Context: an optimization exercise on an open-source flow, tuned for small area, a short achievable clock period and few clock cycles per item. The choices shown serve that exercise and are no tape-out recipe. Function was checked by simulation only, so behaviour that the tests miss may differ from the original.

[flow/flow/run.sh]
#!/bin/bash
# The standard layout with two changes to how it is optimised; the clock
# period and all constraints stay the design's:
#  - timing repair aims at a setup slack of 140 ns instead of 5 ns, so it
#    also works on the paths from inputs to outputs, which set the period
#    the layout achieves;
#  - every port still gets its buffer, but a plain buf_2 (repair resizes it
#    where timing needs) instead of the default delay buffer.
set -euo pipefail
bash standard.sh SETUP_SLACK_MARGIN=140 \
    "BUFFER_PORTS_ARGS=-buffer_cell sky130_fd_sc_hd__buf_2" \
    finish > standard_flow.log 2>&1
[flow/standard.sh]
#!/bin/bash
# synth_recipe.tcl (not shown) runs the flow's synth.tcl, then flattens the netlist and writes it again
# the make line also repeats each setting of config.mk as NAME=value (left out here)
make -C /OpenROAD-flow-scripts/flow DESIGN_CONFIG=/design/flow/config.mk WORK_HOME=/design/flow/orfs CLKGATE_MAP_FILE= SYNTH_SCRIPT=/design/flow/synth_recipe.tcl "${@:-finish}"
[flow/config.mk]
export PLATFORM = sky130hd
export DESIGN_NAME = Fp32Unit
export DESIGN_NICKNAME = Fp32Unit
export VERILOG_FILES = /design/flow/design.v
export SDC_FILE = /design/flow/constraint.sdc
export NUM_CORES = 4
export LEC_CHECK = 0
export ABC_CLOCK_PERIOD_IN_PS = 80000
export CAP_MARGIN = 10
export CORE_MARGIN = 2
export CORE_UTILIZATION = 40
export CTS_BUF_LIST = sky130_fd_sc_hd__clkbuf_4 sky130_fd_sc_hd__clkbuf_8
export SLEW_MARGIN = 10
[flow/constraint.sdc]
create_clock -name core_clock -period 240.0 [get_ports {clk}]
set_input_delay 48.0000 -clock core_clock [delete_from_list [all_inputs] [get_ports {clk}]]
set_output_delay 48.0000 -clock core_clock [all_outputs]
set_load 0.01 [all_outputs]
[flow/design.v]
package BasicTypes;
parameter BYTE_WIDTH = 8;
typedef logic signed [7:0]  int8_t;
typedef logic signed [15:0] int16_t;
typedef logic signed [31:0] int32_t;
typedef logic signed [63:0] int64_t;
typedef logic [7:0]  uint8_t;
typedef logic [15:0] uint16_t;
typedef logic [31:0] uint32_t;
typedef logic [63:0] uint64_t;
typedef struct packed {
    logic sign;
    logic [7:0] exponent;
    logic [22:0] fraction;
} fp32_t;
endpackage
package RvTypes;
parameter REG_ADDR_WIDTH = 5;
parameter CSR_ADDR_WIDTH = 12;
parameter FRM_RNE = 3'b000;  
parameter FRM_RTZ = 3'b001;  
parameter FRM_RDN = 3'b010;  
parameter FRM_RUP = 3'b011;  
parameter FRM_RMM = 3'b100;  
parameter FRM_DYN = 3'b111;  
parameter EXCEPTION_CODE_INSN_ADDR_MISALIGNED  = 4'h0;
parameter EXCEPTION_CODE_INSN_ACCESS_FAULT     = 4'h1;
parameter EXCEPTION_CODE_ILLEGAL_INSN          = 4'h2;
parameter EXCEPTION_CODE_BREAKPOINT            = 4'h3;
parameter EXCEPTION_CODE_LOAD_ADDR_MISALIGNED  = 4'h4;
parameter EXCEPTION_CODE_LOAD_ACCESS_FAULT     = 4'h5;
parameter EXCEPTION_CODE_STORE_ADDR_MISALIGNED = 4'h6;
parameter EXCEPTION_CODE_STORE_ACCESS_FAULT    = 4'h7;
parameter EXCEPTION_CODE_ECALL_FROM_U          = 4'h8;
parameter EXCEPTION_CODE_ECALL_FROM_S          = 4'h9;
parameter EXCEPTION_CODE_ECALL_FROM_M          = 4'hb;
parameter EXCEPTION_CODE_INSN_PAGE_FAULT       = 4'hc;
parameter EXCEPTION_CODE_LOAD_PAGE_FAULT       = 4'hd;
parameter EXCEPTION_CODE_STORE_PAGE_FAULT      = 4'hf;
parameter INTERRUPT_CODE_U_SOFTWARE = 4'h0;
parameter INTERRUPT_CODE_S_SOFTWARE = 4'h1;
parameter INTERRUPT_CODE_M_SOFTWARE = 4'h3;
parameter INTERRUPT_CODE_U_TIMER    = 4'h4;
parameter INTERRUPT_CODE_S_TIMER    = 4'h5;
parameter INTERRUPT_CODE_M_TIMER    = 4'h7;
parameter INTERRUPT_CODE_U_EXTERNAL = 4'h8;
parameter INTERRUPT_CODE_S_EXTERNAL = 4'h9;
parameter INTERRUPT_CODE_M_EXTERNAL = 4'hb;
typedef enum logic [1:0]
{
    MemoryAccessType_Instruction  = 2'h0,
    MemoryAccessType_Load         = 2'h2,
    MemoryAccessType_Store        = 2'h3
} MemoryAccessType;
typedef enum logic [1:0]
{
    Priv_User         = 2'b00,
    Priv_Supervisor   = 2'b01,
    Priv_Machine      = 2'b11
} Priv;
typedef logic [REG_ADDR_WIDTH-1:0] reg_addr_t;
typedef logic [CSR_ADDR_WIDTH-1:0] csr_addr_t;
typedef struct packed {
    logic NV;    
    logic DZ;    
    logic OF;    
    logic UF;    
    logic NX;    
} fflags_t;
endpackage
package Rv32Types;
parameter XLEN = 32;
parameter XLEN_LOG2 = 5;
parameter WORD_WIDTH = XLEN;
parameter WORD_SIZE = WORD_WIDTH / 8;
parameter VADDR_WIDTH = 32;
parameter PADDR_WIDTH = 34;
parameter PAGE_OFFSET_WIDTH = 12;
parameter VIRTUAL_PAGE_NUMBER_WIDTH = VADDR_WIDTH - PAGE_OFFSET_WIDTH;
parameter PHYSICAL_PAGE_NUMBER_WIDTH = PADDR_WIDTH - PAGE_OFFSET_WIDTH;
parameter PAGE_TABLE_ENTRY_SIZE = 4;
parameter PAGE_TABLE_ENTRY_WIDTH = PAGE_TABLE_ENTRY_SIZE * 8;
typedef logic signed    [XLEN-1:0] word_t;
typedef logic [VADDR_WIDTH-1:0] vaddr_t;
typedef logic [PADDR_WIDTH-1:0] paddr_t;
typedef struct packed
{
    logic [ 9:0] VPN1;
    logic [ 9:0] VPN0;
} virtual_page_number_t;
typedef struct packed
{
    logic [11:0] PPN1;
    logic [ 9:0] PPN0;
} physical_page_number_t;
typedef struct packed
{
    logic [ 9:0] VPN1;
    logic [ 9:0] VPN0;
    logic [11:0] OFFSET;
} vaddr_sv32_t;
typedef struct packed
{
    logic [11:0] PPN1;
    logic [ 9:0] PPN0;
    logic [11:0] OFFSET;
} paddr_sv32_t;
typedef struct packed
{
    logic [11:0] PPN1;
    logic [ 9:0] PPN0;
    logic [ 1:0] RESERVED;
    logic D;  
    logic A;  
    logic G;  
    logic U;  
    logic X;  
    logic W;  
    logic R;  
    logic V;  
} PageTableEntry;
typedef enum logic
{
    AddressTranslationMode_Bare = 1'h0,
    AddressTranslationMode_Sv32 = 1'h1
} AddressTranslationMode;
typedef enum logic [1:0]
{
    TrapVectorMode_Direct   = 2'b00,
    TrapVectorMode_Vectored = 2'b01
} TrapVectorMode;
parameter CSR_ADDR_USTATUS  = 12'h000;
parameter CSR_ADDR_UIE      = 12'h004;
parameter CSR_ADDR_UTVEC    = 12'h005;
parameter CSR_ADDR_FFLAGS   = 12'h001;
parameter CSR_ADDR_FRM      = 12'h002;
parameter CSR_ADDR_FCSR     = 12'h003;
parameter CSR_ADDR_USCRATCH = 12'h040;
parameter CSR_ADDR_UEPC     = 12'h041;
parameter CSR_ADDR_UCAUSE   = 12'h042;
parameter CSR_ADDR_UTVAL    = 12'h043;
parameter CSR_ADDR_UIP      = 12'h044;
parameter CSR_ADDR_SSTATUS      = 12'h100;
parameter CSR_ADDR_SEDELEG      = 12'h102;
parameter CSR_ADDR_SIDELEG      = 12'h103;
parameter CSR_ADDR_SIE          = 12'h104;
parameter CSR_ADDR_STVEC        = 12'h105;
parameter CSR_ADDR_SCOUNTEREN   = 12'h106;  
parameter CSR_ADDR_SSCRATCH = 12'h140;
parameter CSR_ADDR_SEPC     = 12'h141;
parameter CSR_ADDR_SCAUSE   = 12'h142;
parameter CSR_ADDR_STVAL    = 12'h143;
parameter CSR_ADDR_SIP      = 12'h144;
parameter CSR_ADDR_SATP     = 12'h180;
parameter CSR_ADDR_MSTATUS      = 12'h300;
parameter CSR_ADDR_MISA         = 12'h301;
parameter CSR_ADDR_MEDELEG      = 12'h302;
parameter CSR_ADDR_MIDELEG      = 12'h303;
parameter CSR_ADDR_MIE          = 12'h304;
parameter CSR_ADDR_MTVEC        = 12'h305;
parameter CSR_ADDR_MCOUNTEREN   = 12'h306;  
parameter CSR_ADDR_MSCRATCH = 12'h340;
parameter CSR_ADDR_MEPC     = 12'h341;
parameter CSR_ADDR_MCAUSE   = 12'h342;
parameter CSR_ADDR_MTVAL    = 12'h343;
parameter CSR_ADDR_MIP      = 12'h344;
parameter CSR_ADDR_CYCLE    = 12'hc00;
parameter CSR_ADDR_TIME     = 12'hc01;
parameter CSR_ADDR_INSTRET  = 12'hc02;
parameter CSR_ADDR_CYCLEH   = 12'hc80;
parameter CSR_ADDR_TIMEH    = 12'hc81;
parameter CSR_ADDR_INSTRETH = 12'hc82;
parameter CSR_ADDR_MVENDORID    = 12'hf11;
parameter CSR_ADDR_MARCHID      = 12'hf12;
parameter CSR_ADDR_MIMPID       = 12'hf13;
parameter CSR_ADDR_MHARTID      = 12'hf14;
typedef struct packed {
    logic SD;
    logic [7:0] RESERVED1;
    logic TSR;
    logic TW;
    logic TVM;
    logic MXR;
    logic SUM;
    logic MPRV;
    logic [1:0] XS;
    logic [1:0] FS;
    logic [1:0] MPP;
    logic [1:0] RESERVED2;
    logic SPP;
    logic MPIE;
    logic RESERVED3;
    logic SPIE;
    logic UPIE;
    logic MIE;
    logic RESERVED4;
    logic SIE;
    logic UIE;
} csr_xstatus_t;
typedef struct packed {
    logic [XLEN-1:2] BASE;
    TrapVectorMode MODE;
} csr_xtvec_t;
typedef struct packed {
    logic MEIP;
    logic RESERVED0;
    logic SEIP;
    logic UEIP;
    logic MTIP;
    logic RESERVED1;
    logic STIP;
    logic UTIP;
    logic MSIP;
    logic RESERVED2;
    logic SSIP;
    logic USIP;
} csr_xip_t;
typedef struct packed {
    logic MEIE;
    logic RESERVED0;
    logic SEIE;
    logic UEIE;
    logic MTIE;
    logic RESERVED1;
    logic STIE;
    logic UTIE;
    logic MSIE;
    logic RESERVED2;
    logic SSIE;
    logic USIE;
} csr_xie_t;
typedef struct packed {
    AddressTranslationMode MODE;
    logic [8:0] ASID;
    logic [21:0] PPN;
} csr_satp_t;
endpackage
package OpTypes;
typedef enum logic [3:0]
{
    AluCommand_Add      = 4'b0000,
    AluCommand_Sub      = 4'b1000,
    AluCommand_Sll      = 4'b0001,
    AluCommand_Slt      = 4'b0010,
    AluCommand_Sltu     = 4'b0011,
    AluCommand_Xor      = 4'b0100,
    AluCommand_Srl      = 4'b0101,
    AluCommand_Sra      = 4'b1101,
    AluCommand_Or       = 4'b0110,
    AluCommand_And      = 4'b0111,
    AluCommand_Clear1   = 4'b1001,  
    AluCommand_Clear2   = 4'b1010   
} AluCommand;
typedef enum logic [1:0]
{
    AluSrcType1_Zero    = 2'h0,
    AluSrcType1_Reg     = 2'h1,
    AluSrcType1_Pc      = 2'h2,
    AluSrcType1_Csr     = 2'h3
} AluSrcType1;
typedef enum logic [1:0]
{
    AluSrcType2_Zero    = 2'h0,
    AluSrcType2_Reg     = 2'h1,
    AluSrcType2_Imm     = 2'h2,
    AluSrcType2_Csr     = 2'h3
} AluSrcType2;
typedef enum logic [3:0]
{
    BranchType_Equal                = 4'b0000,
    BranchType_NotEqual             = 4'b0001,
    BranchType_LessThan             = 4'b0100,
    BranchType_GreaterEqual         = 4'b0101,
    BranchType_UnsignedLessThan     = 4'b0110,
    BranchType_UnsignedGreaterEqual = 4'b0111,
    BranchType_Always               = 4'b1111
} BranchType;
typedef enum logic [1:0]
{
    FenceType_None   = 2'b00,
    FenceType_Normal = 2'b01,  
    FenceType_I      = 2'b10,  
    FenceType_Vma    = 2'b11   
} FenceType;
typedef enum logic [2:0]
{
    ExecuteUnitType_None         = 3'h0,
    ExecuteUnitType_FpConverter  = 3'h1,
    ExecuteUnitType_Fp32         = 3'h2,
    ExecuteUnitType_Fp64         = 3'h3,
    ExecuteUnitType_LoadStore    = 3'h4,
    ExecuteUnitType_MulDiv       = 3'h5,
    ExecuteUnitType_Branch       = 3'h6
} ExecuteUnitType;
typedef enum logic [2:0]
{
    FpSubUnitType_Move         = 3'h0,
    FpSubUnitType_Classifier   = 3'h1,
    FpSubUnitType_Sign         = 3'h2,
    FpSubUnitType_Comparator   = 3'h3,
    FpSubUnitType_Converter    = 3'h4,
    FpSubUnitType_MulAdd       = 3'h5,
    FpSubUnitType_Div          = 3'h6,
    FpSubUnitType_Sqrt         = 3'h7
} FpSubUnitType;
typedef enum logic [3:0]
{
    FpComparatorCommand_Eq    = 4'h1,
    FpComparatorCommand_Lt    = 4'h2,
    FpComparatorCommand_Le    = 4'h3,
    FpComparatorCommand_Min   = 4'h4,
    FpComparatorCommand_Max   = 4'h5
} FpComparatorCommand;
typedef enum logic [3:0]
{
    FpSignUnitCommand_Sgnj  = 4'h1,
    FpSignUnitCommand_Sgnjn = 4'h2,
    FpSignUnitCommand_Sgnjx = 4'h3
} FpSignUnitCommand;
typedef enum logic [4:0]
{
    FpConverterCommand_W_S  = 5'h00,
    FpConverterCommand_WU_S = 5'h01,
    FpConverterCommand_L_S  = 5'h02,
    FpConverterCommand_LU_S = 5'h03,
    FpConverterCommand_W_D  = 5'h04,
    FpConverterCommand_WU_D = 5'h05,
    FpConverterCommand_L_D  = 5'h06,
    FpConverterCommand_LU_D = 5'h07,
    FpConverterCommand_S_W  = 5'h08,
    FpConverterCommand_S_WU = 5'h09,
    FpConverterCommand_S_L  = 5'h0a,
    FpConverterCommand_S_LU = 5'h0b,
    FpConverterCommand_D_W  = 5'h0c,
    FpConverterCommand_D_WU = 5'h0d,
    FpConverterCommand_D_L  = 5'h0e,
    FpConverterCommand_D_LU = 5'h0f,
    FpConverterCommand_S_D  = 5'h10,
    FpConverterCommand_D_S  = 5'h11
} FpConverterCommand;
typedef enum logic [3:0]
{
    FpMulAddCommand_FMADD   = 4'h0,
    FpMulAddCommand_FMSUB   = 4'h1,
    FpMulAddCommand_FNMSUB  = 4'h2,
    FpMulAddCommand_FNMADD  = 4'h3,
    FpMulAddCommand_FADD    = 4'h4,
    FpMulAddCommand_FSUB    = 4'h5,
    FpMulAddCommand_FMUL    = 4'h6
} FpMulAddCommand;
typedef union packed
{
    FpComparatorCommand cmp;
    FpSignUnitCommand sign;
    FpMulAddCommand mulAdd;
} FpCommandUnion;
typedef struct packed
{
    FpSubUnitType unit;
    FpCommandUnion command;
} FpCommand;
endpackage
import BasicTypes::*;
import RvTypes::*;
import Rv32Types::*;
module RcAdd #(
    parameter W = 8
)(
    output logic [W-1:0] s,
    output logic co,
    input logic [W-1:0] a,
    input logic [W-1:0] b,
    input logic ci
);
    localparam N = (W + 1) / 2;
    logic [N:0] c;
    assign c[0] = ci;
    for (genvar k = 0; k < N; k++) begin : chunk
        if (2 * k + 1 < W) begin : two
            assign {c[k+1], s[2*k+1:2*k]} = {1'b0, a[2*k+1:2*k]} + {1'b0, b[2*k+1:2*k]} + {2'b00, c[k]};
        end
        else begin : one
            assign {c[k+1], s[2*k]} = {1'b0, a[2*k]} + {1'b0, b[2*k]} + {1'b0, c[k]};
        end
    end
    assign co = c[N];
endmodule
module RcInc #(
    parameter W = 8
)(
    output logic [W-1:0] s,
    output logic co,
    input logic [W-1:0] a,
    input logic ci
);
    logic [W:0] c;
    always_comb begin
        c[0] = ci;
        for (int i = 0; i < W; i++) begin
            s[i] = a[i] ^ c[i];
            c[i+1] = a[i] & c[i];
        end
        co = c[W];
    end
endmodule
module FpRounder #(
    parameter EXPONENT_WIDTH = 8,
    parameter FRACTION_WIDTH = 23,
    parameter WIDTH = 1 + EXPONENT_WIDTH + FRACTION_WIDTH
)(
    output logic [EXPONENT_WIDTH-1:0] roundedExponent,
    output logic [FRACTION_WIDTH-1:0] roundedFraction,
    output logic inexact,
    input logic [2:0] roundingMode,
    input logic sign,
    input logic [EXPONENT_WIDTH-1:0] exponent,
    input logic [FRACTION_WIDTH-1:0] fraction,
    input logic g,
    input logic r,
    input logic s
);
    logic increment;
    always_comb begin
        unique case (roundingMode)
        FRM_RNE: increment = g & (r | s | fraction[0]);
        FRM_RTZ: increment = sign & (g | r | s);
        FRM_RDN: increment = 1'b0;
        FRM_RUP: increment = g | r | s;
        FRM_RMM: increment = g;
        default: increment = 1'b0;
        endcase
        inexact = g | r | s;
    end
    logic [FRACTION_WIDTH-1:0] fractionPlusOne;
    logic fractionCarry;
    RcInc #(.W(FRACTION_WIDTH)) fractionInc (
        .s(fractionPlusOne),
        .co(fractionCarry),
        .a(fraction),
        .ci(1'b1));
    logic exponentCarry;
    RcInc #(.W(EXPONENT_WIDTH)) exponentInc (
        .s(roundedExponent),
        .co(exponentCarry),
        .a(exponent),
        .ci(increment & fractionCarry));
    always_comb begin
        roundedFraction = increment ? fractionPlusOne : fraction;
    end
endmodule
import BasicTypes::*;
import RvTypes::*;
import Rv32Types::*;
import OpTypes::*;
module FpClassifier #(
    parameter EXPONENT_WIDTH = 8,
    parameter FRACTION_WIDTH = 23,
    parameter WIDTH = 1 + EXPONENT_WIDTH + FRACTION_WIDTH
)(
    output Rv32Types::word_t intResult,
    input logic [WIDTH-1:0] fpSrc,
    input logic clk,
    input logic rst
);
    localparam FP_CLASS_NEG_INF          = 32'h0001;
    localparam FP_CLASS_NEG_NORMAL       = 32'h0002;
    localparam FP_CLASS_NEG_SUBNORMAL    = 32'h0004;
    localparam FP_CLASS_NEG_ZERO         = 32'h0008;
    localparam FP_CLASS_POS_ZERO         = 32'h0010;
    localparam FP_CLASS_POS_SUBNORMAL    = 32'h0020;
    localparam FP_CLASS_POS_NORMAL       = 32'h0040;
    localparam FP_CLASS_POS_INF          = 32'h0080;
    localparam FP_CLASS_SIGNALING_NAN    = 32'h0100;
    localparam FP_CLASS_QUIET_NAN        = 32'h0200;
    localparam EXPONENT_MAX = (1 << EXPONENT_WIDTH) - 2;
    logic sign;
    logic [EXPONENT_WIDTH-1:0] exponent;
    logic [FRACTION_WIDTH-1:0] fraction;
    always_comb begin
        sign = fpSrc[WIDTH-1];
        exponent = fpSrc[WIDTH-2:FRACTION_WIDTH];
        fraction = fpSrc[FRACTION_WIDTH-1:0];
    end
    always_comb begin
        if (sign == 1 && exponent == '1 && fraction == '0) begin
            intResult =  FP_CLASS_NEG_INF;
        end
        else if (sign == 1 && 1 <= exponent && exponent <= EXPONENT_MAX) begin
            intResult =  FP_CLASS_NEG_NORMAL;
        end
        else if (sign == 1 && exponent == '0 && fraction != '0) begin
            intResult =  FP_CLASS_NEG_SUBNORMAL;
        end
        else if (sign == 1 && exponent == '0 && fraction == '0) begin
            intResult =  FP_CLASS_NEG_ZERO;
        end
        else if (sign == 0 && exponent == '0 && fraction == '0) begin
            intResult =  FP_CLASS_POS_ZERO;
        end
        else if (sign == 0 && exponent == '0 && fraction != '0) begin
            intResult =  FP_CLASS_POS_SUBNORMAL;
        end
        else if (sign == 0 && 1 <= exponent && exponent <= EXPONENT_MAX) begin
            intResult =  FP_CLASS_POS_NORMAL;
        end
        else if (sign == 0 && exponent == '1 && fraction == '0) begin        
            intResult =  FP_CLASS_POS_INF;
        end
        else if (exponent == '1 && fraction != '0 && fraction[FRACTION_WIDTH-1] == 0) begin
            intResult =  FP_CLASS_SIGNALING_NAN;
        end
        else if (exponent == '1 && fraction != '0 && fraction[FRACTION_WIDTH-1] == 1) begin
            intResult =  FP_CLASS_QUIET_NAN;
        end
        else begin
            intResult =  '0;
        end
    end
endmodule
import BasicTypes::*;
import RvTypes::*;
import Rv32Types::*;
import OpTypes::*;
module FpSignUnit #(
    parameter WIDTH = 32
)(
    output logic [WIDTH-1:0] fpResult,
    input OpTypes::FpSignUnitCommand command,
    input logic [WIDTH-1:0] fpSrc1,
    input logic [WIDTH-1:0] fpSrc2,
    input logic clk,
    input logic rst
);
    always_comb begin
        unique case (command)
        FpSignUnitCommand_Sgnj:     fpResult = {fpSrc2[WIDTH-1], fpSrc1[WIDTH-2:0]};
        FpSignUnitCommand_Sgnjn:    fpResult = {~fpSrc2[WIDTH-1], fpSrc1[WIDTH-2:0]};
        FpSignUnitCommand_Sgnjx:    fpResult = {fpSrc1[WIDTH-1] ^ fpSrc2[WIDTH-1], fpSrc1[WIDTH-2:0]};
        default:                    fpResult = '0;
        endcase
    end
endmodule
import BasicTypes::*;
import RvTypes::*;
import Rv32Types::*;
import OpTypes::*;
module FpComparator #(
    parameter EXPONENT_WIDTH = 8,
    parameter FRACTION_WIDTH = 23,
    parameter WIDTH = 1 + EXPONENT_WIDTH + FRACTION_WIDTH
)(
    output Rv32Types::word_t intResult,
    output logic unsigned [WIDTH-1:0] fpResult,
    output RvTypes::fflags_t flags,
    input OpTypes::FpComparatorCommand command,
    input logic unsigned [WIDTH-1:0] fpSrc1,
    input logic unsigned [WIDTH-1:0] fpSrc2,
    input logic clk,
    input logic rst
);
    typedef enum logic [1:0]
    {
        FpResultType_Src1           = 2'h0,
        FpResultType_Src2           = 2'h1,
        FpResultType_QuietNan       = 2'h2,
        FpResultType_SignalingNan   = 2'h3
    } FpResultType;
    typedef logic unsigned [EXPONENT_WIDTH-1:0] exponent_t;
    typedef logic unsigned [FRACTION_WIDTH-1:0] fraction_t;
    function automatic logic unsigned [WIDTH-1:0] GetCanonicalQuietNan();
        logic unsigned [WIDTH-1:0] value;
        value[WIDTH-1] = '0;
        value[WIDTH-2:FRACTION_WIDTH-1] = '1;
        value[FRACTION_WIDTH-2:0] = '0;
        GetCanonicalQuietNan = value;
    endfunction
    function automatic logic unsigned [WIDTH-1:0] GetCanonicalSignalingNan();
        logic unsigned [WIDTH-1:0] value;
        value[WIDTH-1] = '0;
        value[WIDTH-2:FRACTION_WIDTH] = '1;
        value[FRACTION_WIDTH-1:1] = '0;
        value[0] = '1;
        GetCanonicalSignalingNan = value;
    endfunction
    logic sign1;
    logic sign2;
    exponent_t exponent1;
    exponent_t exponent2;
    fraction_t fraction1;
    fraction_t fraction2;
    always_comb begin
        sign1 = fpSrc1[WIDTH-1];
        sign2 = fpSrc2[WIDTH-1];
        exponent1 = fpSrc1[WIDTH-2:FRACTION_WIDTH];
        exponent2 = fpSrc2[WIDTH-2:FRACTION_WIDTH];
        fraction1 = fpSrc1[FRACTION_WIDTH-1:0];
        fraction2 = fpSrc2[FRACTION_WIDTH-1:0];
    end
    logic is_zero1;
    logic is_zero2;
    logic is_nan1;
    logic is_nan2;
    logic is_signaling_nan1;
    logic is_signaling_nan2;
    always_comb begin
        is_zero1 = exponent1 == '0 && fraction1 != '0;
        is_zero2 = exponent2 == '0 && fraction2 != '0;
        is_nan1 = exponent1 == '1 && fraction1 != '0;
        is_nan2 = exponent2 == '1 && fraction2 != '0;
        is_signaling_nan1 = is_nan1 && fraction1[FRACTION_WIDTH-1] == '0;
        is_signaling_nan2 = is_nan2 && fraction2[FRACTION_WIDTH-1] == '0;
    end
    logic sign_eq;
    logic sign_lt;
    logic [3:0] part_lt;
    logic [3:0] part_eq;
    logic [31:0] magnitude1, magnitude2;
    logic magnitude_eq;
    logic magnitude_lt;
    logic magnitude_gt;
    always_comb begin
        sign_eq = sign1 == sign2;
        sign_lt = sign1 == 1 && sign2 == 0;
        magnitude1 = {1'b0, fpSrc1[WIDTH-2:0]};
        magnitude2 = {1'b0, fpSrc2[WIDTH-2:0]};
        for (int k = 0; k < 4; k++) begin
            part_lt[k] = magnitude1[8*k +: 8] < magnitude2[8*k +: 8];
            part_eq[k] = magnitude1[8*k +: 8] == magnitude2[8*k +: 8];
        end
        magnitude_eq = &part_eq;
        magnitude_lt = part_lt[3] | (part_eq[3] & (part_lt[2] | (part_eq[2] & (part_lt[1] | (part_eq[1] & part_lt[0])))));
        magnitude_gt = !magnitude_lt && !magnitude_eq;
    end
    logic eq;
    logic lt;
    logic le;
    always_comb begin
        eq = (sign_eq & magnitude_eq) | (is_zero1 & is_zero2);
        lt = sign_lt | (sign_eq & (sign1 ? magnitude_gt : magnitude_lt));
        le = eq | lt;
    end
    FpResultType fp_result_type;
    always_comb begin
        if (is_zero1 && is_zero2) begin
            fp_result_type = (!sign1 && sign2) ? FpResultType_Src1 : FpResultType_Src2;
        end
        else if (is_nan1 && is_nan2) begin
            fp_result_type = (is_signaling_nan1 || is_signaling_nan2) ? FpResultType_SignalingNan : FpResultType_QuietNan;
        end
        else if (!is_nan1 && is_nan2) begin
            fp_result_type = FpResultType_Src1;
        end
        else if (is_nan1 && !is_nan2) begin
            fp_result_type = FpResultType_Src2;
        end
        else begin
            unique case (command)
            FpComparatorCommand_Max: fp_result_type = lt ? FpResultType_Src2 : FpResultType_Src1;
            FpComparatorCommand_Min: fp_result_type = lt ? FpResultType_Src1 : FpResultType_Src2;
            default:                 fp_result_type = FpResultType_Src1;
            endcase
        end
    end
    always_comb begin
        if (is_nan1 || is_nan2) begin
            intResult = 0;
        end
        else begin
            unique case (command)
            FpComparatorCommand_Eq: intResult = eq ? 1 : 0;
            FpComparatorCommand_Lt: intResult = lt ? 1 : 0;
            FpComparatorCommand_Le: intResult = le ? 1 : 0;
            default:                intResult = 0;
            endcase
        end
        unique case (fp_result_type)
        FpResultType_Src1:          fpResult = fpSrc1;
        FpResultType_Src2:          fpResult = fpSrc2;
        FpResultType_QuietNan:      fpResult = GetCanonicalQuietNan();
        FpResultType_SignalingNan:  fpResult = GetCanonicalSignalingNan();
        default:                    fpResult = '0;
        endcase
        if ((command == FpComparatorCommand_Lt || command == FpComparatorCommand_Le)) begin
            flags.NV = is_nan1 || is_nan2;
            flags.DZ = 0;
            flags.OF = 0;
            flags.UF = 0;
            flags.NX = 0;
        end
        else begin
            flags.NV = is_signaling_nan1 || is_signaling_nan2;
            flags.DZ = 0;
            flags.OF = 0;
            flags.UF = 0;
            flags.NX = 0;
        end
    end
endmodule
import BasicTypes::*;
import RvTypes::*;
import Rv32Types::*;
import OpTypes::*;
module MulArray24 (
    output logic [47:0] p,
    input logic [23:0] a,
    input logic [23:0] b
);
    logic [23:0] s [0:23];
    logic [23:0] c [0:23];
    logic [23:0] cc;
    always_comb begin
        for (int j = 0; j < 24; j++) begin
            s[0][j] = a[j] & b[0];
            c[0][j] = 1'b0;
        end
        p[0] = s[0][0];
        for (int i = 1; i < 24; i++) begin
            for (int j = 0; j < 24; j++) begin
                logic x, y, z;
                x = a[j] & b[i];
                y = (j == 23) ? 1'b0 : s[i-1][j+1];
                z = c[i-1][j];
                s[i][j] = x ^ y ^ z;
                c[i][j] = (x & y) | (x & z) | (y & z);
            end
            p[i] = s[i][0];
        end
        cc[0] = 1'b0;
        for (int j = 0; j < 23; j++) begin
            p[24+j] = s[23][j+1] ^ c[23][j] ^ cc[j];
            cc[j+1] = (s[23][j+1] & c[23][j]) | (s[23][j+1] & cc[j]) | (c[23][j] & cc[j]);
        end
        p[47] = c[23][23] ^ cc[23];
    end
endmodule
module FpMul (
    output logic [31:0] result,
    output RvTypes::fflags_t flags,
    input logic [2:0] roundingMode,
    input logic [31:0] src1,
    input logic [31:0] src2
);
    logic sign1, sign2;
    logic [7:0] exponent1, exponent2;
    logic [22:0] fraction1, fraction2;
    logic is_zero1, is_zero2, is_inf1, is_inf2, is_nan1, is_nan2;
    always_comb begin
        sign1 = src1[31];
        sign2 = src2[31];
        exponent1 = src1[30:23];
        exponent2 = src2[30:23];
        fraction1 = src1[22:0];
        fraction2 = src2[22:0];
        is_zero1 = exponent1 == '0;
        is_zero2 = exponent2 == '0;
        is_nan1 = exponent1 == '1 && fraction1 != '0;
        is_nan2 = exponent2 == '1 && fraction2 != '0;
        is_inf1 = exponent1 == '1 && fraction1 == '0;
        is_inf2 = exponent2 == '1 && fraction2 == '0;
    end
    logic [47:0] prod;
    MulArray24 mulArray (
        .p(prod),
        .a({1'b1, fraction1}),
        .b({1'b1, fraction2}));
    logic [8:0] exponentPair;
    logic [9:0] exponentNormalized;
    logic unusedCarry1, unusedCarry2;
    RcAdd #(.W(8)) exponentAdd (
        .s(exponentPair[7:0]),
        .co(exponentPair[8]),
        .a(exponent1),
        .b(exponent2),
        .ci(1'b0));
    RcAdd #(.W(10)) exponentBias (
        .s(exponentNormalized),
        .co(unusedCarry1),
        .a({1'b0, exponentPair}),
        .b(10'h381),
        .ci(prod[47]));
    logic [22:0] fraction;
    logic g, r, s;
    always_comb begin
        if (prod[47]) begin
            fraction = prod[46:24];
            g = prod[23];
            r = prod[22];
            s = |prod[21:1];
        end
        else begin
            fraction = prod[45:23];
            g = prod[22];
            r = prod[21];
            s = |prod[20:0];
        end
    end
    logic inexact;
    logic [9:0] exponentRounded;
    logic [22:0] fractionRounded;
    FpRounder #(
        .EXPONENT_WIDTH(10),
        .FRACTION_WIDTH(23)
    ) rounder (
        .inexact(inexact),
        .roundedExponent(exponentRounded),
        .roundedFraction(fractionRounded),
        .roundingMode(roundingMode),
        .sign(sign1 ^ sign2),
        .exponent(exponentNormalized),
        .fraction(fraction),
        .g(g),
        .r(r),
        .s(s));
    logic overflow, underflow, isNan;
    always_comb begin
        overflow = !exponentRounded[9] && (exponentRounded[8] || exponentRounded[7:0] == 8'hff);
        underflow = exponentRounded[9] || exponentRounded == '0;
        isNan = is_nan1 || is_nan2 || (is_zero1 && is_inf2) || (is_zero2 && is_inf1);
        if (isNan) begin
            result = 32'h7f800001;
        end
        else if (is_inf1 || is_inf2) begin
            result = {sign1 ^ sign2, 8'hff, 23'h0};
        end
        else if (is_zero1 || is_zero2) begin
            result = {sign1 ^ sign2, 31'h0};
        end
        else begin
            result = {sign1 ^ sign2, exponentRounded[7:0], fractionRounded};
        end
        flags.NV = isNan;
        flags.DZ = 1'b0;
        flags.OF = overflow;
        flags.UF = underflow;
        flags.NX = inexact;
    end
endmodule
module FpAdd (
    output logic [31:0] result,
    output RvTypes::fflags_t flags,
    input logic [2:0] roundingMode,
    input logic [31:0] src1,
    input logic [31:0] src2
);
    logic sign1, sign2;
    logic [7:0] exponent1, exponent2;
    logic [22:0] fraction1, fraction2;
    logic is_zero1, is_zero2, is_inf1, is_inf2, is_nan1, is_nan2;
    always_comb begin
        sign1 = src1[31];
        sign2 = src2[31];
        exponent1 = src1[30:23];
        exponent2 = src2[30:23];
        fraction1 = src1[22:0];
        fraction2 = src2[22:0];
        is_zero1 = exponent1 == '0;
        is_zero2 = exponent2 == '0;
        is_nan1 = exponent1 == '1 && fraction1 != '0;
        is_nan2 = exponent2 == '1 && fraction2 != '0;
        is_inf1 = exponent1 == '1 && fraction1 == '0;
        is_inf2 = exponent2 == '1 && fraction2 == '0;
    end
    logic ge;
    logic [30:0] unusedDiff;
    RcAdd #(.W(31)) magnitudeCompare (
        .s(unusedDiff),
        .co(ge),
        .a(src1[30:0]),
        .b(~src2[30:0]),
        .ci(1'b1));
    logic sign_large, sign_small;
    logic [7:0] exponent_large, exponent_small;
    logic [22:0] fraction_large, fraction_small;
    always_comb begin
        sign_large = ge ? sign1 : sign2;
        sign_small = ge ? sign2 : sign1;
        exponent_large = ge ? exponent1 : exponent2;
        exponent_small = ge ? exponent2 : exponent1;
        fraction_large = ge ? fraction1 : fraction2;
        fraction_small = ge ? fraction2 : fraction1;
    end
    logic [7:0] shamt;
    logic unusedCarry1;
    RcAdd #(.W(8)) shamtSub (
        .s(shamt),
        .co(unusedCarry1),
        .a(exponent_large),
        .b(~exponent_small),
        .ci(1'b1));
    logic [23:0] mantissa_small;
    logic [27:0] shifted_small;
    logic sticky_small;
    logic [28:0] window_large;
    logic [28:0] window_small;
    logic minus;
    logic [27:0] alignStage [0:5];
    logic [4:0] shiftedOut;
    logic stickyAllOut;
    always_comb begin
        mantissa_small = {1'b1, fraction_small};
        alignStage[0] = {1'b0, mantissa_small, 3'b000};
        for (int k = 0; k < 5; k++) begin
            shiftedOut[k] = shamt[k] && (|(alignStage[k] & ((28'h1 << (1 << k)) - 28'h1)));
            alignStage[k+1] = shamt[k] ? (alignStage[k] >> (1 << k)) : alignStage[k];
        end
        stickyAllOut = |shiftedOut;
        if (shamt[7:5] == 3'b000) begin
            shifted_small = alignStage[5];
            sticky_small = stickyAllOut && !(shamt[4:0] == 5'd26 && fraction_small[22:1] == '0);
        end
        else begin
            shifted_small = 28'h0;
            sticky_small = shamt[7:5] == 3'b001 && shamt[4:0] <= 5'd16;
        end
        window_large = {2'b01, fraction_large, 4'b0000};
        window_small = {shifted_small, sticky_small};
        minus = sign_large != sign_small;
    end
    logic [28:0] sum;
    logic unusedCarry2;
    RcAdd #(.W(29)) fractionAdd (
        .s(sum),
        .co(unusedCarry2),
        .a(window_large),
        .b(window_small ^ {29{minus}}),
        .ci(minus));
    logic [28:0] v1, v2, v3, v4, normalized;
    logic [4:0] lzc;
    logic isZeroSum;
    always_comb begin
        lzc[4] = ~|sum[28:13];
        v1 = lzc[4] ? {sum[12:0], 16'h0} : sum;
        lzc[3] = ~|v1[28:21];
        v2 = lzc[3] ? {v1[20:0], 8'h0} : v1;
        lzc[2] = ~|v2[28:25];
        v3 = lzc[2] ? {v2[24:0], 4'h0} : v2;
        lzc[1] = ~|v3[28:27];
        v4 = lzc[1] ? {v3[26:0], 2'h0} : v3;
        lzc[0] = ~v4[28];
        normalized = lzc[0] ? {v4[27:0], 1'b0} : v4;
        isZeroSum = ~normalized[28];
    end
    logic [7:0] exponentPlusOne, exponentNormalized;
    logic unusedCarry3, unusedCarry4;
    RcInc #(.W(8)) exponentInc (
        .s(exponentPlusOne),
        .co(unusedCarry3),
        .a(exponent_large),
        .ci(1'b1));
    RcAdd #(.W(8)) exponentSub (
        .s(exponentNormalized),
        .co(unusedCarry4),
        .a(exponentPlusOne),
        .b(~{3'b000, isZeroSum ? 5'h0 : lzc}),
        .ci(1'b1));
    logic inexact;
    logic [7:0] exponentRounded;
    logic [22:0] fractionRounded;
    FpRounder #(
        .EXPONENT_WIDTH(8),
        .FRACTION_WIDTH(23)
    ) rounder (
        .inexact(inexact),
        .roundedExponent(exponentRounded),
        .roundedFraction(fractionRounded),
        .roundingMode(roundingMode),
        .sign(sign_large),
        .exponent(exponentNormalized),
        .fraction(normalized[27:5]),
        .g(normalized[4]),
        .r(normalized[3]),
        .s(|normalized[2:0]));
    logic isNan;
    always_comb begin
        isNan = is_nan1 || is_nan2 || (is_inf1 && is_inf2 && sign1 != sign2);
        if (isNan) begin
            result = 32'h7fc00000;
        end
        else if (is_inf1 || is_inf2) begin
            result = {sign_large, 8'hff, 23'h0};
        end
        else if (is_zero1 && is_zero2) begin
            result = '0;
        end
        else begin
            result = {sign_large, exponentRounded, fractionRounded};
        end
        flags.NV = isNan;
        flags.DZ = 1'b0;
        flags.OF = !isNan && exponentRounded == 8'hff;
        flags.UF = !isNan && exponentRounded == 8'h00;
        flags.NX = !isNan && inexact;
    end
endmodule
module FpMulAdd #(
    parameter EXPONENT_WIDTH = 8,
    parameter FRACTION_WIDTH = 23,
    parameter WIDTH = 1 + EXPONENT_WIDTH + FRACTION_WIDTH
)(
    output logic [WIDTH-1:0] fpResult,
    output RvTypes::fflags_t flags,
    input logic [2:0] roundingMode,
    input OpTypes::FpMulAddCommand command,
    input logic [WIDTH-1:0] fpSrc1,
    input logic [WIDTH-1:0] fpSrc2,
    input logic [WIDTH-1:0] fpSrc3,
    input logic active,
    output logic [31:0] heldSrc1,
    output logic [31:0] heldSrc2,
    input logic clk,
    input logic rst
);
    logic [31:0] resultMul;
    RvTypes::fflags_t flagsMul;
    FpMul fpMul (
        .result(resultMul),
        .flags(flagsMul),
        .roundingMode(roundingMode),
        .src1(fpSrc1),
        .src2(fpSrc2));
    logic isMul, useSrc3, minus1, minus2;
    always_comb begin
        isMul    = active && (command == FpMulAddCommand_FMUL);
        useSrc3  = active && (command == FpMulAddCommand_FMADD || command == FpMulAddCommand_FMSUB || command == FpMulAddCommand_FNMADD || command == FpMulAddCommand_FNMSUB);
        minus1   = (command == FpMulAddCommand_FNMADD || command == FpMulAddCommand_FNMSUB);
        minus2   = (command == FpMulAddCommand_FSUB || command == FpMulAddCommand_FMSUB || command == FpMulAddCommand_FNMADD);
    end
    logic [31:0] regSrc1, regSrc2;
    RvTypes::fflags_t regFlagsMul;
    logic regIsMul;
    logic [2:0] regRoundingMode;
    always_ff @(posedge clk) begin
        regSrc1 <= (useSrc3 || isMul) ? {resultMul[31] ^ minus1, resultMul[30:0]} : fpSrc1;
        regSrc2 <= useSrc3 ? {fpSrc3[31] ^ minus2, fpSrc3[30:0]} : {fpSrc2[31] ^ minus2, fpSrc2[30:0]};
        regFlagsMul <= flagsMul;
        regIsMul <= isMul;
        regRoundingMode <= roundingMode;
    end
    logic [31:0] resultAdd;
    RvTypes::fflags_t flagsAdd;
    FpAdd fpAdd (
        .result(resultAdd),
        .flags(flagsAdd),
        .roundingMode(regRoundingMode),
        .src1(regSrc1),
        .src2(regSrc2));
    always_comb begin
        heldSrc1 = regSrc1;
        heldSrc2 = regSrc2;
        fpResult = regIsMul ? regSrc1 : resultAdd;
        flags    = regIsMul ? regFlagsMul : flagsAdd;
    end
endmodule
import BasicTypes::*;
import RvTypes::*;
import Rv32Types::*;
module FpDivSqrtUnit #(
    parameter STEPS = 8,
    parameter LAST_STEPS = 2
)(
    output logic [31:0] fpResult,
    output RvTypes::fflags_t flags,
    input logic [2:0] phase,
    input logic isDiv,
    input logic [2:0] roundingMode,
    input logic [31:0] fpSrc1,
    input logic [31:0] fpSrc2,
    input logic [31:0] heldSrc1,
    input logic [31:0] heldSrc2,
    input logic clk,
    input logic rst
);
    localparam ITERATIONS = (26 - LAST_STEPS) / STEPS;
    typedef enum logic [1:0]
    {
        ResultType_Value = 2'h0,
        ResultType_Zero  = 2'h1,
        ResultType_Inf   = 2'h2,
        ResultType_Nan   = 2'h3
    } ResultType;
    logic first;
    logic sign1, sign2;
    logic [7:0] exponent1, exponent2;
    logic [22:0] fraction1, fraction2;
    logic is_zero1, is_zero2, is_inf1, is_inf2, is_nan1, is_nan2;
    always_comb begin
        first = phase == '0;
        sign1 = fpSrc1[31];
        sign2 = fpSrc2[31];
        exponent1 = fpSrc1[30:23];
        exponent2 = fpSrc2[30:23];
        fraction1 = fpSrc1[22:0];
        fraction2 = fpSrc2[22:0];
        is_zero1 = exponent1 == '0;
        is_zero2 = exponent2 == '0;
        is_nan1 = exponent1 == '1 && fraction1 != '0;
        is_nan2 = exponent2 == '1 && fraction2 != '0;
        is_inf1 = exponent1 == '1 && fraction1 == '0;
        is_inf2 = exponent2 == '1 && fraction2 == '0;
    end
    ResultType divType, sqrtType;
    always_comb begin
        if (is_nan1 || is_nan2 || (is_zero1 && is_zero2) || (is_inf1 && is_inf2)) begin
            divType = ResultType_Nan;
        end
        else if (is_inf1 || is_zero2) begin
            divType = ResultType_Inf;
        end
        else if (is_zero1 || is_inf2) begin
            divType = ResultType_Zero;
        end
        else begin
            divType = ResultType_Value;
        end
        if (is_nan1 || sign1) begin
            sqrtType = ResultType_Nan;
        end
        else if (is_inf1) begin
            sqrtType = ResultType_Inf;
        end
        else if (is_zero1) begin
            sqrtType = ResultType_Zero;
        end
        else begin
            sqrtType = ResultType_Value;
        end
    end
    logic [9:0] exponentDifference;
    logic unusedCarry1;
    RcAdd #(.W(10)) exponentSub (
        .s(exponentDifference),
        .co(unusedCarry1),
        .a({2'b00, exponent1}),
        .b(~{2'b00, exponent2}),
        .ci(1'b1));
    logic [8:0] exponentUnbiased;
    logic [7:0] exponentSqrt;
    always_comb begin
        exponentUnbiased = {1'b0, exponent1} - 9'd127;
        exponentSqrt = exponentUnbiased[8:1] + 8'd127;
    end
    ResultType regType;
    logic regSign;
    logic [9:0] regExponent;
    logic [2:0] regRoundingMode;
    logic [25:0] regRemainder;
    logic [25:0] regQuotient;
    logic regDividendBit;
    logic regIsDiv;
    logic [23:0] divisor;
    logic [25:0] radicandTop;
    always_comb begin
        divisor = {1'b1, heldSrc2[22:0]};
        if (!heldSrc1[23]) begin
            radicandTop = {1'b1, heldSrc1[22:0], 2'b00};
        end
        else begin
            radicandTop = {2'b01, heldSrc1[22:0], 1'b0};
        end
    end
    logic [25:0] stepRemainder [0:STEPS];
    logic [25:0] stepQuotient [0:STEPS];
    always_comb begin
        stepRemainder[0] = regRemainder;
        stepQuotient[0] = regQuotient;
    end
    for (genvar i = 0; i < STEPS; i++) begin : step
        logic [1:0] radicandBits;
        always_comb begin
            radicandBits = 2'b00;
            for (int p = 1; p <= ITERATIONS; p++) begin
                if ((p - 1) * STEPS + i <= 12 && phase == 3'(p)) begin
                    radicandBits = radicandTop[25 - 2 * ((p - 1) * STEPS + i) -: 2];
                end
            end
        end
        DivSqrtStep step (
            .remainderNext(stepRemainder[i+1]),
            .rootNext(stepQuotient[i+1]),
            .isDiv(regIsDiv),
            .remainder(stepRemainder[i]),
            .root(stepQuotient[i]),
            .dividendBit((i == 0) ? regDividendBit : 1'b0),
            .radicandBits(radicandBits),
            .divisor(divisor));
    end
    always_ff @(posedge clk) begin
        regType <= isDiv ? divType : sqrtType;
        regSign <= isDiv && (sign1 ^ sign2);
        regExponent <= isDiv ? exponentDifference + 10'd127 : {2'b00, exponentSqrt};
        regRoundingMode <= roundingMode;
        regDividendBit <= first && fraction1[0];
        regIsDiv <= isDiv;
        if (first) begin
            regRemainder <= isDiv ? {3'b001, fraction1[22:1]} : '0;
            regQuotient <= '0;
        end
        else begin
            regRemainder <= stepRemainder[STEPS];
            regQuotient <= stepQuotient[STEPS];
        end
    end
    logic [25:0] quotient;
    logic sticky;
    logic leadingOne;
    logic [9:0] exponentMinusOne;
    logic [9:0] exponentNormalized;
    logic [22:0] fraction;
    logic g, r, s;
    always_comb begin
        quotient = stepQuotient[LAST_STEPS];
        sticky = |stepRemainder[LAST_STEPS];
        leadingOne = quotient[25] || !regIsDiv;
        exponentMinusOne = regExponent - 10'd1;
        if (leadingOne) begin
            exponentNormalized = regExponent;
            fraction = quotient[24:2];
            g = quotient[1];
            r = quotient[0];
            s = sticky;
        end
        else begin
            exponentNormalized = exponentMinusOne;
            fraction = quotient[23:1];
            g = quotient[0];
            r = sticky;
            s = sticky;
        end
    end
    logic inexact;
    logic [9:0] exponentRounded;
    logic [22:0] fractionRounded;
    FpRounder #(
        .EXPONENT_WIDTH(10),
        .FRACTION_WIDTH(23)
    ) rounder (
        .inexact(inexact),
        .roundedExponent(exponentRounded),
        .roundedFraction(fractionRounded),
        .roundingMode(regRoundingMode),
        .sign(regSign),
        .exponent(exponentNormalized),
        .fraction(fraction),
        .g(g),
        .r(r),
        .s(s));
    always_comb begin
        unique case (regType)
        ResultType_Value: fpResult = {regSign, exponentRounded[7:0], fractionRounded};
        ResultType_Zero:  fpResult = {regSign, 31'h0};
        ResultType_Inf:   fpResult = {regSign, 8'hff, 23'h0};
        ResultType_Nan:   fpResult = 32'h7fc00000;
        default:          fpResult = '0;
        endcase
        flags.NV = regType == ResultType_Nan;
        flags.DZ = 1'b0;
        if (regIsDiv) begin
            flags.OF = !exponentRounded[9] && (exponentRounded[8] || exponentRounded[7:0] == 8'hff);
            flags.UF = exponentRounded[9] || exponentRounded == '0;
            flags.NX = inexact;
        end
        else begin
            flags.OF = 1'b0;
            flags.UF = 1'b0;
            flags.NX = regType == ResultType_Value && inexact;
        end
    end
endmodule
import BasicTypes::*;
import RvTypes::*;
import Rv32Types::*;
module DivSqrtStep (
    output logic [25:0] remainderNext,
    output logic [25:0] rootNext,
    input logic isDiv,
    input logic [25:0] remainder,
    input logic [25:0] root,
    input logic dividendBit,
    input logic [1:0] radicandBits,
    input logic [23:0] divisor
);
    logic [27:0] subSrc1;
    logic [27:0] subSrc2;
    logic [27:0] subResult;
    logic unusedCarry;
    always_comb begin
        if (isDiv) begin
            subSrc1 = {3'b000, remainder[23:0], dividendBit};
            subSrc2 = {4'b0000, divisor};
        end
        else begin
            subSrc1 = {remainder, radicandBits};
            subSrc2 = {root, 2'b01};
        end
    end
    RcAdd #(.W(28)) sub (
        .s(subResult),
        .co(unusedCarry),
        .a(subSrc1),
        .b(~subSrc2),
        .ci(1'b1));
    always_comb begin
        rootNext = {root[24:0], ~subResult[27]};
        remainderNext = subResult[27] ? subSrc1[25:0] : subResult[25:0];
    end
endmodule
import BasicTypes::*;
import RvTypes::*;
import Rv32Types::*;
import OpTypes::*;
module FpUnit #(
    parameter EXPONENT_WIDTH = 8,
    parameter FRACTION_WIDTH = 23,
    parameter FP_WIDTH = 1 + EXPONENT_WIDTH + FRACTION_WIDTH
)(
    output Rv32Types::word_t intResult,
    output logic [FP_WIDTH-1:0] fpResult,
    output logic writeFlags,
    output RvTypes::fflags_t writeFlagsValue,
    output logic done,
    input logic enable,
    input logic flush,
    input OpTypes::FpSubUnitType unit,
    input OpTypes::FpCommandUnion command,
    input logic [2:0] roundingMode,
    input Rv32Types::word_t intSrc1,
    input Rv32Types::word_t intSrc2,
    input logic [FP_WIDTH-1:0] fpSrc1,
    input logic [FP_WIDTH-1:0] fpSrc2,
    input logic [FP_WIDTH-1:0] fpSrc3,
    input logic clk,
    input logic rst
);
    localparam DIV_STEPS = 8;
    localparam DIV_LAST_STEPS = 2;
    localparam DIV_LAST_PHASE = 1 + (26 - DIV_LAST_STEPS) / DIV_STEPS;
    localparam SQRT_STEPS = DIV_STEPS;
    localparam SQRT_LAST_STEPS = DIV_LAST_STEPS;
    localparam SQRT_LAST_PHASE = 1 + (26 - SQRT_LAST_STEPS) / SQRT_STEPS;
    logic [2:0] phase;
    logic first;
    always_comb begin
        first = phase == '0;
    end
    BasicTypes::uint32_t fpResultClass;
    FpClassifier #(
        .EXPONENT_WIDTH(EXPONENT_WIDTH),
        .FRACTION_WIDTH(FRACTION_WIDTH)
    ) fpClassifier(
        .intResult(fpResultClass),
        .fpSrc(fpSrc1),
        .clk(clk),
        .rst(rst));
    logic [FP_WIDTH-1:0] fpResultSign;
    FpSignUnit #(
        .WIDTH(FP_WIDTH)
    ) fpSignUnit (
        .fpResult(fpResultSign),
        .command(command.sign),
        .fpSrc1(fpSrc1),
        .fpSrc2(fpSrc2),
        .clk(clk),
        .rst(rst));
    BasicTypes::uint32_t intResultCmp;
    logic [FP_WIDTH-1:0] fpResultCmp;
    RvTypes::fflags_t flagsCmp;
    FpComparator #(
        .EXPONENT_WIDTH(EXPONENT_WIDTH),
        .FRACTION_WIDTH(FRACTION_WIDTH)
    ) fpComparator (
        .intResult(intResultCmp),
        .fpResult(fpResultCmp),
        .flags(flagsCmp),
        .command(command.cmp),
        .fpSrc1(fpSrc1),
        .fpSrc2(fpSrc2),
        .clk(clk),
        .rst(rst));
    logic [FP_WIDTH-1:0] fpResultMulAdd;
    logic [31:0] heldSrc1, heldSrc2;
    RvTypes::fflags_t flagsMulAdd;
    FpMulAdd #(
        .EXPONENT_WIDTH(EXPONENT_WIDTH),
        .FRACTION_WIDTH(FRACTION_WIDTH)
    ) fpMulAdd (
        .fpResult(fpResultMulAdd),
        .flags(flagsMulAdd),
        .command(command.mulAdd),
        .roundingMode(roundingMode),
        .fpSrc1(fpSrc1),
        .fpSrc2(fpSrc2),
        .fpSrc3(fpSrc3),
        .active(unit == FpSubUnitType_MulAdd),
        .heldSrc1(heldSrc1),
        .heldSrc2(heldSrc2),
        .clk(clk),
        .rst(rst));
    logic [FP_WIDTH-1:0] fpResultDiv;
    RvTypes::fflags_t flagsDiv;
    FpDivSqrtUnit #(
        .STEPS(DIV_STEPS),
        .LAST_STEPS(DIV_LAST_STEPS)
    ) fpDivSqrtUnit (
        .fpResult(fpResultDiv),
        .flags(flagsDiv),
        .phase(phase),
        .isDiv(unit == FpSubUnitType_Div),
        .roundingMode(roundingMode),
        .fpSrc1(fpSrc1),
        .fpSrc2(fpSrc2),
        .heldSrc1(heldSrc1),
        .heldSrc2(heldSrc2),
        .clk(clk),
        .rst(rst));
    always_comb begin
        unique case (unit)
        FpSubUnitType_Move: begin
            intResult = fpSrc1[31:0];  
            fpResult = '0;
            fpResult[31:0] = intSrc1;  
            done = '1;
            writeFlags = '0;
            writeFlagsValue = '0;
        end
        FpSubUnitType_Classifier: begin
            intResult = fpResultClass;
            fpResult = '0;
            done = '1;
            writeFlags = '0;
            writeFlagsValue = '0;
        end
        FpSubUnitType_Sign: begin
            intResult = '0;
            fpResult = fpResultSign;
            done = '1;
            writeFlags = '0;
            writeFlagsValue = '0;
        end
        FpSubUnitType_Comparator: begin
            intResult = intResultCmp;
            fpResult = fpResultCmp;
            done = '1;
            writeFlags = '1;
            writeFlagsValue = flagsCmp;
        end
        FpSubUnitType_MulAdd: begin
            intResult = '0;
            fpResult = fpResultMulAdd;
            done = phase == 3'd1;
            writeFlags = '1;
            writeFlagsValue = flagsMulAdd;
        end
        FpSubUnitType_Div: begin
            intResult = '0;
            fpResult = fpResultDiv;
            done = phase == 3'(DIV_LAST_PHASE);
            writeFlags = '1;
            writeFlagsValue = flagsDiv;
        end
        FpSubUnitType_Sqrt: begin
            intResult = '0;
            fpResult = fpResultDiv;
            done = phase == 3'(SQRT_LAST_PHASE);
            writeFlags = '1;
            writeFlagsValue = flagsDiv;
        end
        default: begin
            intResult = '0;
            fpResult = '0;
            done = '0;
            writeFlags = '0;
            writeFlagsValue = '0;
        end
        endcase
    end
    always_ff @(posedge clk) begin
        if (rst || !enable || flush || done) begin
            phase <= '0;
        end
        else begin
            phase <= phase + 3'd1;
        end
    end
endmodule
import BasicTypes::*;
import RvTypes::*;
import Rv32Types::*;
import OpTypes::*;
module Fp32Unit (
    output logic [31:0] intResult,
    output logic [31:0] fpResult,
    output logic writeFlags,
    output logic [4:0] writeFlagsValue,
    output logic done,
    input logic enable,
    input logic flush,
    input logic [2:0] unit,
    input logic [3:0] command,
    input logic [2:0] roundingMode,
    input logic [31:0] intSrc1,
    input logic [31:0] intSrc2,
    input logic [31:0] fpSrc1,
    input logic [31:0] fpSrc2,
    input logic [31:0] fpSrc3,
    input logic clk,
    input logic rst
);
    FpUnit #(
        .EXPONENT_WIDTH(8),
        .FRACTION_WIDTH(23)
    ) body (
        .intResult(intResult),
        .fpResult(fpResult),
        .writeFlags(writeFlags),
        .writeFlagsValue(writeFlagsValue),
        .done(done),
        .enable(enable),
        .flush(flush),
        .unit(OpTypes::FpSubUnitType'(unit)),
        .command(OpTypes::FpCommandUnion'(command)),
        .roundingMode(roundingMode),
        .intSrc1(intSrc1),
        .intSrc2(intSrc2),
        .fpSrc1(fpSrc1),
        .fpSrc2(fpSrc2),
        .fpSrc3(fpSrc3),
        .clk(clk),
        .rst(rst));
endmodule
==> results.sh <==
export IMPL_nets=6426
export IMPL_rsz0062_at_grt="yes"
export IMPL_hold_path_end="body.phase[0]"
export IMPL_place_congestion=1.01
export IMPL_initial_core_util_pct=40.4
export IMPL_fillers=10800
export IMPL_avgSynthCellArea_um2=8.51
export IMPL_synth_top_area_share_pct=35.0
export IMPL_clk_root_buffer_cell="clkbuf_8"
export IMPL_worstMarginPinSlew_ns=1.22
export IMPL_grt_max_degree=67
export IMPL_r2r_start="body.fpDivSqrtUnit.regIsDiv"
export IMPL_routed_wl_mm=171
export IMPL_endpoint_kind="primary output"
export IMPL_vias=40000
export IMPL_netlist_area_um2=43900
export IMPL_hold_viol=0
export IMPL_min_period_ns=100.41
export IMPL_ys_async_sr_fraction_pct=0
export IMPL_grt_antenna_before_repair=29
export IMPL_io_pins=245
export IMPL_max_clock_freq_ghz=0.00996
export IMPL_dpl_hpwl_mm=134
export IMPL_rrSetupSlack_ns=147.47
export IMPL_grt_overflow=0
export IMPL_clk_latency_ns=0.57
export IMPL_first_iter_violations=4231
export IMPL_ys_seq_elements=142
export IMPL_start_kind="input port"
export IMPL_grt_pass1_vias=39400
export IMPL_fin_tns_setup_ns=0
export IMPL_postRouteAntennaNets=0
export IMPL_synth_ff_type="dfxtp_1"
export IMPL_finalSetupViolCount=0
export IMPL_status="timing/DRC/antenna clean"
export IMPL_final_cell_mix="877 x nor2_1, 768 x fa_1, 443 x nand2_1"
export IMPL_synth_top_cells_by_area="fa_1 35%, nor2_1 7.6%, mux2i_1 7.3%"
export IMPL_yosysUniqueCellTypes=105
export IMPL_cts_max_path_buffers=2
export IMPL_register_area_um2=2850
export IMPL_hold_class="register to register"
export IMPL_syn_instance_count=5162
export IMPL_wl_per_cell_um=25.6
export IMPL_dpl_cell_area_um2=46600
export IMPL_slew_viol_final=0
export IMPL_die_w_um=335
export IMPL_timing_rr_end="body.fpDivSqrtUnit.regRemainder[3]"
export IMPL_required_ns=192.00
export IMPL_yosysSeqAreaShare_pct=6.47
export IMPL_htreeDepth=4
export IMPL_synth_edf_count=0
export IMPL_via_per_inst=5.99
export IMPL_clk_pin_slew_ns=0.10
export IMPL_multi_input_area_um2=38700
export IMPL_worst_setup_path_type="input port to primary output"
export IMPL_min_from="body.phase[0]"
export IMPL_critical_path_max_fanout=11
export IMPL_io_buffer_count=211
export IMPL_max_slew_margin_pct=18.2
export IMPL_die_y_um=335
export IMPL_drc_errors=0
export IMPL_synth_top_cell_by_area="fa_1"
export IMPL_arrival_ns=52.41
export IMPL_fp_coreArea_um2=109000
export IMPL_synth_nets=6355
export IMPL_drive_above_1_share_pct=13.9
export IMPL_min_period_over_period_pct=41.8
export IMPL_reg2regPathDepth=270
export IMPL_cts_tree="yes"
export IMPL_cts_made_buffers=17
export IMPL_holdPathStages=1
export IMPL_cts_sinks=142
export IMPL_grt_use_total_pct=30.3
export IMPL_drtPass1Iterations=8
export IMPL_cap_violations=0
export IMPL_yosysWarnings=60
export IMPL_final_common_cell="nor2_1"
export IMPL_skew_ns=0.0198
export IMPL_final_area_um2=48100
export IMPL_dieArea_um2=112000
export IMPL_rows=121
export IMPL_area_growth_pct=9.56
export IMPL_grt_pass1_wl_mm=255
-- final cells by class --
cell class                 instances  area share [%]
inverter                         423            3.38
timing repair inverter             8          0.0832
timing repair buffer             385            5.55
tap                             1414            3.68
clock inverter                    13           0.369
clock buffer                      19           0.530
sequential                       142            5.91
multi-input combinational       4256            80.4
antenna                           15          0.0780
-- synth_stat cells, drive strengths merged, types with 21 or more instances --
cell    number
mux2i      323
nor3        71
dfxtp      142
a211oi      24
and3        31
a21o        32
mux4        33
nand3       60
ha         251
a222oi      25
nor2       889
nand2      445
mux2       115
nand2b      24
buf         79
xnor2       54
or2         38
nor2b       40
nor4        49
fa         768
and2       104
a31oi       41
xor2        27
or3         37
o21ai      202
clkbuf     262
nand4       40
o21a        25
o31ai       21
a21oi      224
inv        421
o22ai       41
-- worst max-delay path by stage --
stage	start	to	slack [ns]	depth (start not counted)
floorplan	fpSrc2[9]	fpResult[11]	140.03	23
global placement	fpSrc2[17]	fpResult[6]	138.24	25
detailed placement	fpSrc2[17]	fpResult[5]	138.21	25
CTS	fpSrc2[9]	fpResult[0]	139.69	26
global route	fpSrc2[9]	fpResult[0]	139.47	26
finish	fpSrc2[22]	fpResult[14]	139.59	19
-- logic make-up (layout without fill, tap and decap cells) --
logic type      Yosys count  in the layout  synth area share (%)
compound gates          810            810                  12.0
xor+xnor                 81             81                  1.67
fa+ha+maj              1020           1020                  42.2
buf+inv                 764            848                  6.70
flops                   142            142                  6.47
mux                     471            471                  12.0
other cells               1             16               0.00854
simple gates           1873           1873                  19.0
-- metal layers --
metal / vias to the layer above / global-route usage, % / share of wire, %
met5: - / 0 / 0.082
li1: 17500 / - / -
met1: 20200 / 42.2 / 42
met3: 346 / 7.00 / 10
met4: 22 / 11.0 / 3.8
met2: 1893 / 45.9 / 43
-- flip-flops by register name, indices dropped and copies added, names as in the netlist, 2 cells and up --
name and cells:
body.fpDivSqrtUnit.regType 2, body.fpMulAdd.regFlagsMul 4, body.fpDivSqrtUnit.regQuotient 26, body.fpMulAdd.regSrc2 32
body.fpMulAdd.regRoundingMode 3, body.fpDivSqrtUnit.regExponent 10, body.fpDivSqrtUnit.regRemainder 26, body.phase 3
body.fpMulAdd.regSrc1 32
-- through the flow --
step / utilization (%) / hold slack (ns) / instances / worst slack, ns
floorplan: - / 0.433 / 5162 / 140.03
global placement: 42.8 / 0.447 / 6588 / 138.24
detailed placement: 42.8 / 0.462 / 6588 / 138.21
CTS: 43.8 / 0.485 / 6647 / 139.69
global route: 44.2 / 0.497 / 6666 / 139.47
finish: 44.2 / 0.485 / 6675 / 139.59
-- what timing repair did --
item / 4_1_cts / 5_1_grt
hold buffers: 0 / 0
gates cloned: 11 / 2
pin swaps: 16 / 14
setup endpoints to repair: 33 / 32
setup buffers: 16 / 11
gates resized for setup: 91 / 50
-- critical path: stages --
cell and delay [ns]:
buf_2 0.42, clkinvlp_4 0.26, ha_1 0.34, nand4_1 0.09, nor2_1 0.38, nand4_1 0.37, o21ai_0 0.31, mux2i_2 0.12
a21oi_2 0.18, xor2_1 0.16, nand4_1 0.13, a21oi_2 0.25, a21oi_4 0.12, buf_12 0.15, clkbuf_16 0.18, mux2i_1 0.13
o221a_2 0.27, o21ai_1 0.28, buf_2 0.24
Testbench counts, summed over its fixed seeds: cycles 23,936, ops 12,000.

-- static timing again, ports no longer ideal --
How much do the figures lean on ideal ports? The routed layout below was timed once more, with nothing changed but the port constraints.
Step 1 assumes that a clkbuf_16 drives the clock port and a buf_2 every other input.
Step 2 moves the port delays by t, midway between the first and last clock arrival at a register: inputs arrive t later, outputs are due t later. That takes back most of the time a late clock gives input paths.
Three values: ideal ports, drivers, drivers and shift; two values: the first two.
t, ns: 0.617
setup slack, ns: 139.594 / 139.528 / 139.528
worst register clock-pin slew, ns: 0.10 / 0.10
worst slew at a driven data input, ns: 0.12
cell pins on the clock port's net: 1
After both steps setup and hold are still met in this run. For this run, drivers alone change the setup slack by -0.066 ns; drivers and shift together by -0.066 ns.
